Context: an optimization exercise on an open-source flow, tuned for small area and a short achievable clock period. The choices shown serve that exercise and are no tape-out recipe. Only simulation tests tie the RTL to the original design; equivalence was not proved.

build 7:
==> flow/design.v (excerpt) <==
module mips(
	input clk,
	input rst,
	output [31:0] imem_addr,
	input [31:0] imem_data,
	output [17:0] dmem_addr,
	output [31:0] dmem_wdata,
	output dmem_we,
	output dmem_re,
	input [31:0] dmem_rdata,
	output wb_en,
	output [4:0] wb_addr,
	output [31:0] wb_data);
For scale: roughly 1000 flip-flops, roughly 190 I/O pins, roughly 47000 um^2 of cells after synthesis.
==> flow/config.mk <==
export PLATFORM = sky130hd
export DESIGN_NAME = mips
export DESIGN_NICKNAME = mips
export VERILOG_FILES = /design/flow/design.v
export SDC_FILE = /design/flow/constraint.sdc
export NUM_CORES = 4
export LEC_CHECK = 0
export CAP_MARGIN = 20
export CORE_MARGIN = 2
export CORE_UTILIZATION = 50
export CTS_CLUSTER_DIAMETER = 80
export CTS_CLUSTER_SIZE = 20
export PLACE_DENSITY = 0.6
export SLEW_MARGIN = 20
export SYNTH_HIERARCHICAL = 1
export TNS_END_PERCENT = 5
==> flow/constraint.sdc <==
create_clock -name core_clock -period 16.0 [get_ports {clk}]
set_input_delay 3.2000 -clock core_clock [delete_from_list [all_inputs] [get_ports {clk}]]
set_output_delay 3.2000 -clock core_clock [all_outputs]
set_load 0.01 [all_outputs]
standard.sh (not shown) runs the stock make flow with config.mk's settings and CLKGATE_MAP_FILE= SYNTH_SCRIPT=/design/flow/synth_recipe.tcl, a recipe that flattens the netlist after the stock synthesis.
==> flow/flow/run.sh <==
#!/bin/bash
set -euo pipefail
bash standard.sh SETUP_SLACK_MARGIN=6 \
	"BUFFER_PORTS_ARGS=-buffer_cell sky130_fd_sc_hd__buf_2" \
	finish > flow_make.log 2>&1
Modified inputs, build 85 compared to build 7
# build 7
export LEC_CHECK = 0
export CAP_MARGIN = 20
export CORE_MARGIN = 2
export CORE_UTILIZATION = 50
export CTS_CLUSTER_DIAMETER = 80
export CTS_CLUSTER_SIZE = 20
export PLACE_DENSITY = 0.6
export SLEW_MARGIN = 20
export SYNTH_HIERARCHICAL = 1
export TNS_END_PERCENT = 5
create_clock -name core_clock -period 16.0 [get_ports {clk}]
# build 85
export LEC_CHECK = 0
export CAP_MARGIN = 20
export CORE_MARGIN = 2
export CORE_UTILIZATION = 50
export CTS_CLUSTER_DIAMETER = 80
export CTS_CLUSTER_SIZE = 20
export PLACE_DENSITY = 0.6
export SETUP_SLACK_MARGIN = 5
export SLEW_MARGIN = 20
export SYNTH_HIERARCHICAL = 1
export TNS_END_PERCENT = 5
create_clock -name core_clock -period 16.0 [get_ports {clk}]
==> flow/run.sh (new file) <==
#!/bin/bash
# synth_recipe.tcl (not shown) runs the flow's synth.tcl, then flattens the netlist and writes it again
# the make line also repeats each setting of config.mk as NAME=value (left out here)
make -C /OpenROAD-flow-scripts/flow DESIGN_CONFIG=/design/flow/config.mk WORK_HOME=/design/flow/orfs CLKGATE_MAP_FILE= SYNTH_SCRIPT=/design/flow/synth_recipe.tcl finish
removed: flow/flow/run.sh
removed: flow/standard.sh
--- outcome ---
Build 85 reached the end of the flow, and the finished layout is clean on the timing, DRC and antenna checks. Compared to build 7, build 85 has shortest period the worst path allows 0.41 ns higher. Build 7 and build 85 ended up with roughly the same hold slack. The total non-filler cell area in the finished layout of build 85 is higher than that of build 7. Via-per-instance ratio is lower on build 85. As far as switching part of the total is concerned, build 85 and build 7 perform about the same. Going from build 7 to build 85, clock-buffer cell count has decreased, number of diodes added for antenna fixing went down by 7, share of the cycle needed by the critical path after routing shows an increase of 2.6 points, layout overhead on the synthesized area increased 0.46 points. Summary: wire length, build 85 better than build 7.
Input-level comparison between build 71 and build 85:
# build 85
export LEC_CHECK = 0
export CAP_MARGIN = 20
export CORE_MARGIN = 2
export CORE_UTILIZATION = 50
export CTS_CLUSTER_DIAMETER = 80
export CTS_CLUSTER_SIZE = 20
export PLACE_DENSITY = 0.6
export SETUP_SLACK_MARGIN = 5
export SLEW_MARGIN = 20
export SYNTH_HIERARCHICAL = 1
export TNS_END_PERCENT = 5
create_clock -name core_clock -period 16.0 [get_ports {clk}]
# build 71
export LEC_CHECK = 0
export CAP_MARGIN = 20
export CORE_MARGIN = 2
export CORE_UTILIZATION = 50
export CTS_CLUSTER_DIAMETER = 80
export CTS_CLUSTER_SIZE = 20
export PLACE_DENSITY = 0.6
export SLEW_MARGIN = 20
export SYNTH_HIERARCHICAL = 1
export TNS_END_PERCENT = 5
create_clock -name core_clock -period 16.0 [get_ports {clk}]
==> flow/flow/run.sh (new file) <==
#!/bin/bash
set -euo pipefail
bash standard.sh SETUP_SLACK_MARGIN=7 \
	"BUFFER_PORTS_ARGS=-buffer_cell sky130_fd_sc_hd__buf_2" \
	finish > flow_make.log 2>&1
==> flow/standard.sh (new file) <==
#!/bin/bash
# synth_recipe.tcl (not shown) runs the flow's synth.tcl, then flattens the netlist and writes it again
# the make line also repeats each setting of config.mk as NAME=value (left out here)
make -C /OpenROAD-flow-scripts/flow DESIGN_CONFIG=/design/flow/config.mk WORK_HOME=/design/flow/orfs CLKGATE_MAP_FILE= SYNTH_SCRIPT=/design/flow/synth_recipe.tcl "${@:-finish}"
removed: flow/run.sh
[summary]
Between build 85 and build 71, routed wire length increased.
Worst setup slack delta for build 71 relative to build 85: 0.35 ns higher
Compared with build 85, build 71 shows number of iterations in the first detailed-routing pass lower by 3.
#### Input delta (build 45 over build 71)
# build 71
export LEC_CHECK = 0
export CAP_MARGIN = 20
export CORE_MARGIN = 2
export CORE_UTILIZATION = 50
export CTS_CLUSTER_DIAMETER = 80
export CTS_CLUSTER_SIZE = 20
export PLACE_DENSITY = 0.6
export SLEW_MARGIN = 20
export SYNTH_HIERARCHICAL = 1
export TNS_END_PERCENT = 5
create_clock -name core_clock -period 16.0 [get_ports {clk}]
# build 45
export LEC_CHECK = 0
export CAP_MARGIN = 20
export CORE_MARGIN = 2
export CORE_UTILIZATION = 60
export CTS_CLUSTER_DIAMETER = 80
export CTS_CLUSTER_SIZE = 20
export PLACE_DENSITY = 0.72
export SLEW_MARGIN = 20
export SYNTH_HIERARCHICAL = 1
export TNS_END_PERCENT = 5
create_clock -name core_clock -period 16.0 [get_ports {clk}]
==> flow/flow/run.sh <==
#!/bin/bash
set -euo pipefail
bash standard.sh SETUP_SLACK_MARGIN=6 \
	"BUFFER_PORTS_ARGS=-buffer_cell sky130_fd_sc_hd__buf_2" \
	finish > flow_make.log 2>&1
Looking at non-clock buffer count across build 45 and build 71, the one that comes out higher is build 71.
Build 45 vs build 71 — clock buffer count in the final layout dropped by a few percent
Diff build 71..build 45 | overflow left after global routing | unchanged

[afterwards: timing with drivers on the ports]
The results above use ideal ports. As a check the final layouts listed here were re-extracted and re-timed, cells and wires unchanged. Step 1, drivers: a clkbuf_16 drives clk and a buf_2 each remaining input, both assumed. Step 2, shift: input delay + t, output delay - t, t = (earliest + latest rising clock arrival at the registers) / 2. This alone moves slack from input paths to output paths. Three values: ideal, step 1, step 2; two values: the first two.
| run | t, ns | setup slack, ns | worst setup path at the end | slew at the worst register clock pin (ns) | pins driven straight from the clock port |
|---|---|---|---|---|---|
| build 7 | 0.789 | 5.176 / 5.100 / 5.100 | input to output | 0.09 / 0.09 | 1 |
| build 85 | 0.778 | 4.765 / 4.729 / 4.403 | input to register | 0.09 / 0.09 | 1 |
| build 71 | 0.793 | 5.116 / 5.016 / 5.016 | input to output | 0.09 / 0.09 | 1 |
| build 45 | 0.758 | 5.221 / 5.102 / 5.102 | input to output | 0.09 / 0.09 | 1 |
After both steps every run listed still meets setup and hold. The setup slack of build 85, which loses most, moves by -0.036 ns with the drivers and by -0.362 ns with both steps.
